Context: an optimization exercise on an open-source flow, tuned for small area. The choices shown serve that exercise and are no tape-out recipe. In this exercise RTL edits were held to simulation tests only and were not proved equivalent to the original.

==> inputs of run a <==
==> flow/design.v <==
module FA(input wire a, b, c, output wire s, co);
    assign s = a ^ b ^ c;
    assign co = (a & b) | (a & c) | (b & c);
endmodule
module HA(input wire a, b, output wire s, co);
    assign s = a ^ b;
    assign co = a & b;
endmodule
module XNOR2(input wire a, b, output wire y);
    assign y = ~(a ^ b);
endmodule
module OR2(input wire a, b, output wire y);
    assign y = a | b;
endmodule
module ADD8 #(parameter CI = 0) (input wire [7:0] x, y, output wire [8:0] s);
    wire [7:1] c;
    generate
        if (CI) begin : g1
            XNOR2 hs (.a(x[0]), .b(y[0]), .y(s[0]));
            OR2   hc (.a(x[0]), .b(y[0]), .y(c[1]));
        end else begin : g0
            HA h (.a(x[0]), .b(y[0]), .s(s[0]), .co(c[1]));
        end
    endgenerate
    genvar i;
    generate
        for (i = 1; i < 7; i = i + 1) begin : f
            FA a (.a(x[i]), .b(y[i]), .c(c[i]), .s(s[i]), .co(c[i+1]));
        end
    endgenerate
    FA a7 (.a(x[7]), .b(y[7]), .c(c[7]), .s(s[7]), .co(s[8]));
endmodule
module ADD3 (input wire [8:0] x, y, z, output wire [9:0] u);
    wire [8:1] s;
    wire [8:0] c;
    wire [9:2] k;
    FA a0 (.a(x[0]), .b(y[0]), .c(z[0]), .s(u[0]), .co(c[0]));
    genvar i;
    generate
        for (i = 1; i < 9; i = i + 1) begin : csa
            FA a (.a(x[i]), .b(y[i]), .c(z[i]), .s(s[i]), .co(c[i]));
        end
    endgenerate
    HA h1 (.a(s[1]), .b(c[0]), .s(u[1]), .co(k[2]));
    generate
        for (i = 2; i < 9; i = i + 1) begin : cpa
            FA a (.a(s[i]), .b(c[i-1]), .c(k[i]), .s(u[i]), .co(k[i+1]));
        end
    endgenerate
    assign u[9] = c[8] ^ k[9];
endmodule
module MAJ(input wire a, b, c, output wire y);
    assign y = (a & b) | (a & c) | (b & c);
endmodule
module AND2(input wire a, b, output wire y);
    assign y = a & b;
endmodule
module FIN (input wire [9:0] pn, qn, output wire [6:0] m, output wire sat);
    wire [6:0] up = pn[6:0], uq = qn[6:0];
    wire np = pn[8], nq = qn[8];
    wire [7:1] c, d;
    assign c[1] = uq[0] | ~up[0];
    assign d[1] = uq[0] | up[0];
    wire [6:1] ap1, aq1;
    assign ap1[1] = up[0];
    assign aq1[1] = uq[0];
    genvar i;
    generate for (i = 1; i < 7; i = i + 1) begin : ch
        MAJ mc (.a(uq[i]), .b(~up[i]), .c(c[i]), .y(c[i+1]));
        MAJ md (.a(uq[i]), .b(up[i]), .c(d[i]), .y(d[i+1]));
    end endgenerate
    generate for (i = 1; i < 6; i = i + 1) begin : ac
        AND2 ap (.a(ap1[i]), .b(up[i]), .y(ap1[i+1]));
        AND2 aq (.a(aq1[i]), .b(uq[i]), .y(aq1[i+1]));
    end endgenerate
    wire [6:0] mp, mq;
    assign mp[0] = ~up[0];
    assign mq[0] = ~uq[0];
    generate for (i = 1; i < 7; i = i + 1) begin : mb
        assign mp[i] = ~(up[i] ^ (np & ~ap1[i]));
        assign mq[i] = ~(uq[i] ^ (nq & ~aq1[i]));
    end endgenerate
    wire selp = np ^ ((np ^ nq) ? ~d[7] : c[7]);
    assign m = selp ? mp : mq;
    wire lop = &up;
    wire loq = &uq;
    wire satp = ~((pn[9:7] == 3'b101) | ((pn[9:7] == 3'b110) & ~lop));
    wire satq = ~((qn[9:7] == 3'b101) | ((qn[9:7] == 3'b110) & ~loq));
    assign sat = satp | satq;
endmodule
module MUXI1(input wire s, a, b, output wire y);
    assign y = ~(s ? b : a);
endmodule
module MUX1(input wire s, a, b, output wire y);
    assign y = s ? b : a;
endmodule
module O22AI(input wire a1, a2, b1, b2, output wire y);
    assign y = ~((a1 | a2) & (b1 | b2));
endmodule
module A222OI(input wire a1, a2, b1, b2, c1, c2, output wire y);
    assign y = ~((a1 & a2) | (b1 & b2) | (c1 & c2));
endmodule
module NAND3B(input wire an, b, c, output wire y);
    assign y = ~(~an & b & c);
endmodule
module OMUX1(input wire an, bn, c, d, r, nsa, nsb, sc, sd, sr, ns, output wire y);
    wire y1, y2;
    O22AI  g1 (.a1(an), .a2(nsa), .b1(bn), .b2(nsb), .y(y1));
    A222OI g2 (.a1(c), .a2(sc), .b1(d), .b2(sd), .c1(r), .c2(sr), .y(y2));
    NAND3B g3 (.an(y1), .b(y2), .c(ns), .y(y));
endmodule
module MUXI32(input wire s, input wire [31:0] a, b, output wire [31:0] y);
    genvar i;
    generate for (i = 0; i < 32; i = i + 1) begin : g
        MUXI1 m (.s(s), .a(a[i]), .b(b[i]), .y(y[i]));
    end endgenerate
endmodule
module MUX32(input wire s, input wire [31:0] a, b, output wire [31:0] y);
    genvar i;
    generate for (i = 0; i < 32; i = i + 1) begin : g
        MUX1 m (.s(s), .a(a[i]), .b(b[i]), .y(y[i]));
    end endgenerate
endmodule
module OMUX0(input wire an, bn, c, d, nsa, nsb, sc, sd, ns, output wire y);
    wire y1, y2;
    O22AI  g1 (.a1(an), .a2(nsa), .b1(bn), .b2(nsb), .y(y1));
    A22OI  g2 (.a1(c), .a2(sc), .b1(d), .b2(sd), .y(y2));
    NAND3B g3 (.an(y1), .b(y2), .c(ns), .y(y));
endmodule
module A22OI(input wire a1, a2, b1, b2, output wire y);
    assign y = ~((a1 & a2) | (b1 & b2));
endmodule
module OMUX32(input wire [31:0] an, bn, c, d, r, input wire nsa, nsb, sc, sd, sr,
              input wire [3:0] ns, output wire [31:0] y);
    genvar i;
    generate for (i = 0; i < 32; i = i + 1) begin : g
        if (i % 8 == 0) begin : b0
            OMUX0 m (.an(an[i]), .bn(bn[i]), .c(c[i]), .d(d[i]),
                     .nsa(nsa), .nsb(nsb), .sc(sc), .sd(sd), .ns(ns[i/8]), .y(y[i]));
        end else begin : b
            OMUX1 m (.an(an[i]), .bn(bn[i]), .c(c[i]), .d(d[i]), .r(r[i]),
                     .nsa(nsa), .nsb(nsb), .sc(sc), .sd(sd), .sr(sr), .ns(ns[i/8]), .y(y[i]));
        end
    end endgenerate
endmodule
module SOBEL (input wire [31:0] t, m, b, output wire [6:0] m0, m1, output wire sat0, sat1);
    wire [7:0] t0 = t[31:24];
    wire [7:0] t1 = t[23:16];
    wire [7:0] t2 = t[15:8];
    wire [7:0] t3 = t[7:0];
    wire [7:0] b0 = b[31:24];
    wire [7:0] b1 = b[23:16];
    wire [7:0] b2 = b[15:8];
    wire [7:0] b3 = b[7:0];
    wire [7:0] mh2 = m[15:8], mh3 = m[7:0];
    wire [7:0] ml0 = ~m[31:24], ml1 = ~m[23:16];
    wire [8:0] dd0, ad0;
    ADD8 #(.CI(1)) udd0 (.x(t1), .y(b0), .s(dd0));
    ADD8 #(.CI(0)) uad0 (.x(t0), .y(b1), .s(ad0));
    wire [8:0] dd1, ad1;
    ADD8 #(.CI(1)) udd1 (.x(t2), .y(b1), .s(dd1));
    ADD8 #(.CI(1)) uad1 (.x(t1), .y(b2), .s(ad1));
    wire [8:0] dd2, ad2;
    ADD8 #(.CI(1)) udd2 (.x(t3), .y(b2), .s(dd2));
    ADD8 #(.CI(0)) uad2 (.x(t2), .y(b3), .s(ad2));
    wire [8:0] e0;
    ADD8 #(.CI(0)) ue0 (.x(mh2), .y(ml0), .s(e0));
    wire [8:0] e1;
    ADD8 #(.CI(0)) ue1 (.x(mh3), .y(ml1), .s(e1));
    wire [9:0] up0, uq0;
    ADD3 usp0 (.x(dd0), .y(dd1), .z(e0), .u(up0));
    ADD3 usq0 (.x(ad0), .y(ad1), .z(~e0), .u(uq0));
    FIN uf0 (.pn(up0), .qn(uq0), .m(m0), .sat(sat0));
    wire [9:0] up1, uq1;
    ADD3 usp1 (.x(dd1), .y(dd2), .z(e1), .u(up1));
    ADD3 usq1 (.x(ad1), .y(ad2), .z(~e1), .u(uq1));
    FIN uf1 (.pn(up1), .qn(uq1), .m(m1), .sat(sat1));
endmodule
module SOBELX (input wire [31:0] t, m, b, output wire [6:0] m0, m1, output wire sat0, sat1);
    wire [7:0] t0 = t[31:24];
    wire [7:0] t1 = t[23:16];
    wire [7:0] t2 = t[15:8];
    wire [7:0] t3 = t[7:0];
    wire [7:0] b0 = b[31:24];
    wire [7:0] b1 = b[23:16];
    wire [7:0] b2 = b[15:8];
    wire [7:0] b3 = b[7:0];
    wire [7:0] mh2 = ~m[15:8], mh3 = ~m[7:0];
    wire [7:0] ml0 = m[31:24], ml1 = m[23:16];
    wire [8:0] dd0, ad0;
    ADD8 #(.CI(1)) udd0 (.x(t1), .y(b0), .s(dd0));
    ADD8 #(.CI(0)) uad0 (.x(t0), .y(b1), .s(ad0));
    wire [8:0] dd1, ad1;
    ADD8 #(.CI(1)) udd1 (.x(t2), .y(b1), .s(dd1));
    ADD8 #(.CI(1)) uad1 (.x(t1), .y(b2), .s(ad1));
    wire [8:0] dd2, ad2;
    ADD8 #(.CI(1)) udd2 (.x(t3), .y(b2), .s(dd2));
    ADD8 #(.CI(0)) uad2 (.x(t2), .y(b3), .s(ad2));
    wire [8:0] e0;
    ADD8 #(.CI(0)) ue0 (.x(mh2), .y(ml0), .s(e0));
    wire [8:0] e1;
    ADD8 #(.CI(0)) ue1 (.x(mh3), .y(ml1), .s(e1));
    wire [9:0] up0, uq0;
    ADD3 usp0 (.x(dd0), .y(dd1), .z(e0), .u(up0));
    ADD3 usq0 (.x(ad0), .y(ad1), .z(~e0), .u(uq0));
    FIN uf0 (.pn(up0), .qn(uq0), .m(m0), .sat(sat0));
    wire [9:0] up1, uq1;
    ADD3 usp1 (.x(dd1), .y(dd2), .z(e1), .u(up1));
    ADD3 usq1 (.x(ad1), .y(ad2), .z(~e1), .u(uq1));
    FIN uf1 (.pn(up1), .qn(uq1), .m(m1), .sat(sat1));
endmodule
module sobel_accel(
        input   wire    [ 2:0]   addr,
        output  reg     [31:0]   rdata,
        input   wire    [31:0]   wdata,
        input   wire             cs,
        input   wire             read,
        input   wire             write,
        input   wire             clk,
        input   wire             rst
);
    reg [31:0] data0, data1, data2, data3, data4, data5;
    always @(posedge clk)
        if (cs & write)
            case (addr)
                3'd0: data0 <= wdata;
                3'd1: data1 <= wdata;
                3'd2: data2 <= wdata;
                3'd3: data3 <= wdata;
                3'd4: data4 <= wdata;
                3'd5: data5 <= wdata;
            endcase
    wire [2:0] ra = addr;
    wire h = ra[2] & (ra[0] | ~ra[1]);
    wire [31:0] ra_n, rb_n, rc_, rd_;
    MUXI32 ma (.s(h), .a(data0), .b(data2), .y(ra_n));
    MUXI32 mb (.s(h), .a(data1), .b(data3), .y(rb_n));
    MUX32  mc (.s(h), .a(data2), .b(data4), .y(rc_));
    MUX32  md (.s(h), .a(data3), .b(data5), .y(rd_));
    wire [6:0] m00, m01, m10, m11;
    wire t00, t01, t10, t11;                     
    SOBEL  U0 (.t(ra_n), .m(rb_n), .b(rc_), .m0(m00), .m1(m01), .sat0(t00), .sat1(t01));
    SOBELX U1 (.t(rb_n), .m(rc_),  .b(rd_), .m0(m10), .m1(m11), .sat0(t10), .sat1(t11));
    wire [31:0] res = {m00, 1'b0, m01, 1'b0, m10, 1'b0, m11, 1'b0};
    wire sa = ~ra[2] & ~ra[1] & ~ra[0];
    wire sb = ~ra[2] & ~ra[1] & ra[0];
    wire ss = ra[2] & ra[1];
    wire sc = (ra[2] ^ ra[1]) & ~ra[0];    
    wire sd = (ra[2] ^ ra[1]) & ra[0];     
    wire [3:0] nsat = ~({t00, t01, t10, t11} & {4{ss}});
    wire [31:0] rd_next;
    OMUX32 mo (.an(ra_n), .bn(rb_n), .c(rc_), .d(rd_), .r(res),
               .nsa(~sa), .nsb(~sb), .sc(sc), .sd(sd), .sr(ss), .ns(nsat), .y(rd_next));
    always @(posedge clk) rdata <= rd_next;
endmodule
==> flow/flow/run.sh <==
#!/bin/bash
# Layout flow: the standard flow (standard.sh), with the standard
# synthesis unchanged and two changes after it:
#  - before floorplanning, every combinational cell that synthesis gave a
#    drive strength above 1 starts at its smallest size (downsize.tcl); the
#    resizer's later timing and design repairs size up again where needed;
#    the buffers synthesis inserted are removed (REMOVE_ABC_BUFFERS);
#  - the port buffers are buf_1 cells.
# Each tool's output goes to a log file of its own in this folder.
set -euo pipefail
here=$(pwd)
bash standard.sh synth > synth.log 2>&1
bash standard.sh PRE_FLOORPLAN_TCL="$here/flow/downsize.tcl" REMOVE_ABC_BUFFERS=1 \
    "BUFFER_PORTS_ARGS=-buffer_cell sky130_fd_sc_hd__buf_1" finish > layout.log 2>&1
==> flow/flow/downsize.tcl <==
# Sourced by ORFS's floorplan.tcl (PRE_FLOORPLAN_TCL) right after the
# synthesised netlist is loaded: swap each combinational cell above drive
# strength 1 for the same function at the smallest drive strength.
set db [ord::get_db]
set block [ord::get_db_block]
set n 0
foreach inst [$block getInsts] {
  set name [[$inst getMaster] getName]
  if {![regexp {^(sky130_fd_sc_hd__[a-z0-9]+)_([0-9]+)$} $name -> base drive]} { continue }
  if {$drive <= 1} { continue }
  if {[regexp {__(df|edf|sdf|dl|sedf|ha|fa)} $base]} { continue }
  foreach d {1 0} {
    set m [$db findMaster ${base}_$d]
    if {$m ne "NULL" && $m ne ""} {
      $inst swapMaster $m
      incr n
      break
    }
  }
}
puts "downsize.tcl: $n cells set to their smallest drive strength"
==> flow/standard.sh <==
#!/bin/bash
# synth_recipe.tcl (not shown) runs the flow's synth.tcl, then flattens the netlist and writes it again
# the make line also repeats each setting of config.mk as NAME=value (left out here)
make -C /OpenROAD-flow-scripts/flow DESIGN_CONFIG=/design/flow/config.mk WORK_HOME=/design/flow/orfs CLKGATE_MAP_FILE= SYNTH_SCRIPT=/design/flow/synth_recipe.tcl "${@:-finish}"
==> flow/config.mk <==
export PLATFORM = sky130hd
export DESIGN_NAME = sobel_accel
export DESIGN_NICKNAME = sobel_accel
export VERILOG_FILES = /design/flow/design.v
export SDC_FILE = /design/flow/constraint.sdc
export NUM_CORES = 4
export LEC_CHECK = 0
export CAP_MARGIN = 20
export CORE_MARGIN = 2
export CORE_UTILIZATION = 70
export CTS_CLUSTER_DIAMETER = 100
export CTS_CLUSTER_SIZE = 30
export GPL_TIMING_DRIVEN = 0
export SLEW_MARGIN = 20
export SYNTH_HIERARCHICAL = 1
==> flow/constraint.sdc <==
create_clock -name core_clock -period 9.0 [get_ports {clk}]
set_input_delay 1.8000 -clock core_clock [delete_from_list [all_inputs] [get_ports {clk}]]
set_output_delay 1.8000 -clock core_clock [all_outputs]
set_load 0.01 [all_outputs]
==> run b: changes against run a <==
--- a/flow/design.v
+++ b/flow/design.v
@@ -55,7 +55,7 @@
 module AND2(input wire a, b, output wire y);
     assign y = a & b;
 endmodule
-module FIN (input wire [9:0] pn, qn, output wire [6:0] m, output wire sat);
+module FIN (input wire [9:0] pn, qn, output wire [6:0] mp, mq, output wire selp, sat);
     wire [6:0] up = pn[6:0], uq = qn[6:0];
     wire np = pn[8], nq = qn[8];
     wire [7:1] c, d;
@@ -73,15 +73,13 @@
         AND2 ap (.a(ap1[i]), .b(up[i]), .y(ap1[i+1]));
         AND2 aq (.a(aq1[i]), .b(uq[i]), .y(aq1[i+1]));
     end endgenerate
-    wire [6:0] mp, mq;
     assign mp[0] = ~up[0];
     assign mq[0] = ~uq[0];
     generate for (i = 1; i < 7; i = i + 1) begin : mb
         assign mp[i] = ~(up[i] ^ (np & ~ap1[i]));
         assign mq[i] = ~(uq[i] ^ (nq & ~aq1[i]));
     end endgenerate
-    wire selp = np ^ ((np ^ nq) ? ~d[7] : c[7]);
-    assign m = selp ? mp : mq;
+    assign selp = np ^ ((np ^ nq) ? ~d[7] : c[7]);
     wire lop = &up;
     wire loq = &uq;
     wire satp = ~((pn[9:7] == 3'b101) | ((pn[9:7] == 3'b110) & ~lop));
@@ -103,11 +101,18 @@
 module NAND3B(input wire an, b, c, output wire y);
     assign y = ~(~an & b & c);
 endmodule
-module OMUX1(input wire an, bn, c, d, r, nsa, nsb, sc, sd, sr, ns, output wire y);
-    wire y1, y2;
+module NAND2(input wire a, b, output wire y);
+    assign y = ~(a & b);
+endmodule
+module NAND4B(input wire an, b, c, d, output wire y);
+    assign y = ~(~an & b & c & d);
+endmodule
+module OMUX1(input wire an, bn, c, d, rp, rq, nsa, nsb, sc, sd, sp, sq, ns, output wire y);
+    wire y1, y2, y3;
     O22AI  g1 (.a1(an), .a2(nsa), .b1(bn), .b2(nsb), .y(y1));
-    A222OI g2 (.a1(c), .a2(sc), .b1(d), .b2(sd), .c1(r), .c2(sr), .y(y2));
-    NAND3B g3 (.an(y1), .b(y2), .c(ns), .y(y));
+    A222OI g2 (.a1(c), .a2(sc), .b1(d), .b2(sd), .c1(rp), .c2(sp), .y(y2));
+    NAND2  g3 (.a(rq), .b(sq), .y(y3));
+    NAND4B g4 (.an(y1), .b(y2), .c(y3), .d(ns), .y(y));
 endmodule
 module MUXI32(input wire s, input wire [31:0] a, b, output wire [31:0] y);
     genvar i;
@@ -130,20 +135,22 @@
 module A22OI(input wire a1, a2, b1, b2, output wire y);
     assign y = ~((a1 & a2) | (b1 & b2));
 endmodule
-module OMUX32(input wire [31:0] an, bn, c, d, r, input wire nsa, nsb, sc, sd, sr,
-              input wire [3:0] ns, output wire [31:0] y);
+module OMUX32(input wire [31:0] an, bn, c, d, rp, rq, input wire nsa, nsb, sc, sd,
+              input wire [3:0] sp, sq, ns, output wire [31:0] y);
     genvar i;
     generate for (i = 0; i < 32; i = i + 1) begin : g
         if (i % 8 == 0) begin : b0
             OMUX0 m (.an(an[i]), .bn(bn[i]), .c(c[i]), .d(d[i]),
                      .nsa(nsa), .nsb(nsb), .sc(sc), .sd(sd), .ns(ns[i/8]), .y(y[i]));
         end else begin : b
-            OMUX1 m (.an(an[i]), .bn(bn[i]), .c(c[i]), .d(d[i]), .r(r[i]),
-                     .nsa(nsa), .nsb(nsb), .sc(sc), .sd(sd), .sr(sr), .ns(ns[i/8]), .y(y[i]));
-        end
-    end endgenerate
-endmodule
-module SOBEL (input wire [31:0] t, m, b, output wire [6:0] m0, m1, output wire sat0, sat1);
+            OMUX1 m (.an(an[i]), .bn(bn[i]), .c(c[i]), .d(d[i]), .rp(rp[i]), .rq(rq[i]),
+                     .nsa(nsa), .nsb(nsb), .sc(sc), .sd(sd), .sp(sp[i/8]), .sq(sq[i/8]),
+                     .ns(ns[i/8]), .y(y[i]));
+        end
+    end endgenerate
+endmodule
+module SOBEL (input wire [31:0] t, m, b, output wire [6:0] mp0, mq0, mp1, mq1,
+                  output wire sp0, sp1, sat0, sat1);
     wire [7:0] t0 = t[31:24];
     wire [7:0] t1 = t[23:16];
     wire [7:0] t2 = t[15:8];
@@ -170,13 +177,14 @@
     wire [9:0] up0, uq0;
     ADD3 usp0 (.x(dd0), .y(dd1), .z(e0), .u(up0));
     ADD3 usq0 (.x(ad0), .y(ad1), .z(~e0), .u(uq0));
-    FIN uf0 (.pn(up0), .qn(uq0), .m(m0), .sat(sat0));
+    FIN uf0 (.pn(up0), .qn(uq0), .mp(mp0), .mq(mq0), .selp(sp0), .sat(sat0));
     wire [9:0] up1, uq1;
     ADD3 usp1 (.x(dd1), .y(dd2), .z(e1), .u(up1));
     ADD3 usq1 (.x(ad1), .y(ad2), .z(~e1), .u(uq1));
-    FIN uf1 (.pn(up1), .qn(uq1), .m(m1), .sat(sat1));
-endmodule
-module SOBELX (input wire [31:0] t, m, b, output wire [6:0] m0, m1, output wire sat0, sat1);
+    FIN uf1 (.pn(up1), .qn(uq1), .mp(mp1), .mq(mq1), .selp(sp1), .sat(sat1));
+endmodule
+module SOBELX (input wire [31:0] t, m, b, output wire [6:0] mp0, mq0, mp1, mq1,
+                  output wire sp0, sp1, sat0, sat1);
     wire [7:0] t0 = t[31:24];
     wire [7:0] t1 = t[23:16];
     wire [7:0] t2 = t[15:8];
@@ -203,11 +211,11 @@
     wire [9:0] up0, uq0;
     ADD3 usp0 (.x(dd0), .y(dd1), .z(e0), .u(up0));
     ADD3 usq0 (.x(ad0), .y(ad1), .z(~e0), .u(uq0));
-    FIN uf0 (.pn(up0), .qn(uq0), .m(m0), .sat(sat0));
+    FIN uf0 (.pn(up0), .qn(uq0), .mp(mp0), .mq(mq0), .selp(sp0), .sat(sat0));
     wire [9:0] up1, uq1;
     ADD3 usp1 (.x(dd1), .y(dd2), .z(e1), .u(up1));
     ADD3 usq1 (.x(ad1), .y(ad2), .z(~e1), .u(uq1));
-    FIN uf1 (.pn(up1), .qn(uq1), .m(m1), .sat(sat1));
+    FIN uf1 (.pn(up1), .qn(uq1), .mp(mp1), .mq(mq1), .selp(sp1), .sat(sat1));
 endmodule
 module sobel_accel(
         input   wire    [ 2:0]   addr,
@@ -237,19 +245,25 @@
     MUXI32 mb (.s(h), .a(data1), .b(data3), .y(rb_n));
     MUX32  mc (.s(h), .a(data2), .b(data4), .y(rc_));
     MUX32  md (.s(h), .a(data3), .b(data5), .y(rd_));
-    wire [6:0] m00, m01, m10, m11;
+    wire [6:0] p00, p01, p10, p11, q00, q01, q10, q11;
+    wire e00, e01, e10, e11;                     
     wire t00, t01, t10, t11;                     
-    SOBEL  U0 (.t(ra_n), .m(rb_n), .b(rc_), .m0(m00), .m1(m01), .sat0(t00), .sat1(t01));
-    SOBELX U1 (.t(rb_n), .m(rc_),  .b(rd_), .m0(m10), .m1(m11), .sat0(t10), .sat1(t11));
-    wire [31:0] res = {m00, 1'b0, m01, 1'b0, m10, 1'b0, m11, 1'b0};
+    SOBEL  U0 (.t(ra_n), .m(rb_n), .b(rc_), .mp0(p00), .mq0(q00), .mp1(p01), .mq1(q01),
+               .sp0(e00), .sp1(e01), .sat0(t00), .sat1(t01));
+    SOBELX U1 (.t(rb_n), .m(rc_),  .b(rd_), .mp0(p10), .mq0(q10), .mp1(p11), .mq1(q11),
+               .sp0(e10), .sp1(e11), .sat0(t10), .sat1(t11));
+    wire [31:0] resp = {p00, 1'b0, p01, 1'b0, p10, 1'b0, p11, 1'b0};
+    wire [31:0] resq = {q00, 1'b0, q01, 1'b0, q10, 1'b0, q11, 1'b0};
     wire sa = ~ra[2] & ~ra[1] & ~ra[0];
     wire sb = ~ra[2] & ~ra[1] & ra[0];
     wire ss = ra[2] & ra[1];
     wire sc = (ra[2] ^ ra[1]) & ~ra[0];    
     wire sd = (ra[2] ^ ra[1]) & ra[0];     
+    wire [3:0] sel = {e00, e01, e10, e11};
     wire [3:0] nsat = ~({t00, t01, t10, t11} & {4{ss}});
     wire [31:0] rd_next;
-    OMUX32 mo (.an(ra_n), .bn(rb_n), .c(rc_), .d(rd_), .r(res),
-               .nsa(~sa), .nsb(~sb), .sc(sc), .sd(sd), .sr(ss), .ns(nsat), .y(rd_next));
+    OMUX32 mo (.an(ra_n), .bn(rb_n), .c(rc_), .d(rd_), .rp(resp), .rq(resq),
+               .nsa(~sa), .nsb(~sb), .sc(sc), .sd(sd), .sp(sel & {4{ss}}), .sq(~sel & {4{ss}}),
+               .ns(nsat), .y(rd_next));
     always @(posedge clk) rdata <= rd_next;
 endmodule
==> flow/config.mk (replaced) <==
export PLATFORM = sky130hd
export DESIGN_NAME = sobel_accel
export DESIGN_NICKNAME = sobel_accel
export VERILOG_FILES = /design/flow/design.v
export SDC_FILE = /design/flow/constraint.sdc
export NUM_CORES = 4
export LEC_CHECK = 0
export CAP_MARGIN = 10
export CORE_MARGIN = 2
export CORE_UTILIZATION = 75
export CTS_CLUSTER_DIAMETER = 100
export CTS_CLUSTER_SIZE = 30
export GPL_TIMING_DRIVEN = 1
export SLEW_MARGIN = 10
export SYNTH_HIERARCHICAL = 1
==> run c: changes against run a <==
--- a/flow/config.mk
+++ b/flow/config.mk
@@ -7,7 +7,7 @@
 export LEC_CHECK = 0
 export CAP_MARGIN = 20
 export CORE_MARGIN = 2
-export CORE_UTILIZATION = 70
+export CORE_UTILIZATION = 80
 export CTS_CLUSTER_DIAMETER = 100
 export CTS_CLUSTER_SIZE = 30
 export GPL_TIMING_DRIVEN = 0
==> impl_metrics.toml <==
[status]
status = "failed layout checks"
failed_checks = "setup timing"

[detailed_routing]
dr_wl_met2_um = 23100

[timing]
fin_ws_ns = -0.167
setup_viol = 18

[power_and_ir_drop]
finalPower_mw = 8.12

[setup_path]
path_depth = 23

[worst_hold_path]
min_to = "rdata[16]$_DFF_P_"
(the above is from run c)
==> impl_metrics.toml <==
[detailed_routing]
dr_wl_met2_um = 20100

[setup_path]
path_depth = 22
startpoint_type = "primary input"
r2r_setup_slack_ns = 1.84
cp-endpoint = "rdata[5]$_DFF_P_"

[worst_hold_path]
min_to = "rdata[0]$_DFF_P_"

[power_and_ir_drop]
finalPower_mw = 7.56

[floorplan]
dieArea_sq_mm = 0.0247

[timing]
fin_ws_ns = 0.141

[status]
status = "timing/DRC/antenna clean"
(the above is from run a)
==> impl_metrics.toml <==
[status]
status = "timing/DRC/antenna clean"

[detailed_routing]
dr_wl_met2_um = 20000

[timing]
fin_ws_ns = 0.212
skew_ns = 0.0184

[setup_path]
path_depth = 22
critPathSlowestCell = "fa_1"

[global_route]
grt_first_pass_wirelength_um = 62200

[power_and_ir_drop]
finalPower_mw = 6.14
powerClk_mw = 0.541
power.share.sequential_pct = 20.3
(the above is from run b)

[separate check: timing with driven ports]
No port has a modelled driver above. Below, the same layouts with a new extraction and two added sets of constraints. Step 1 sets driving cells, clkbuf_16 on the clock port and buf_2 on the other inputs (assumed; they add their load-dependent delay and slew). Step 2 adds t to the input delays and takes it off the output delays; t is the mean of the earliest and latest rising clock arrival at the registers after step 1. Input paths then give back, and output paths get back, about the clock's delay inside the block. a / b / c = no drivers / after step 1 / after step 2; a / b = the first two.
run	t (ns)	setup slack, ns	worst setup path after step 2	pins driven straight from the clock port
run a	0.528	0.141 / 0.164 / -0.365	input to register	1
run b	0.525	0.212 / 0.236 / -0.289	input to register	1
run c	0.536	-0.167 / -0.148 / -0.684	input to register	1
With both steps, setup timing fails in run a and run b, where it was met with ideal ports. The setup slack of run c, which loses most, moves by +0.019 ns with the drivers and by -0.517 ns with both steps.
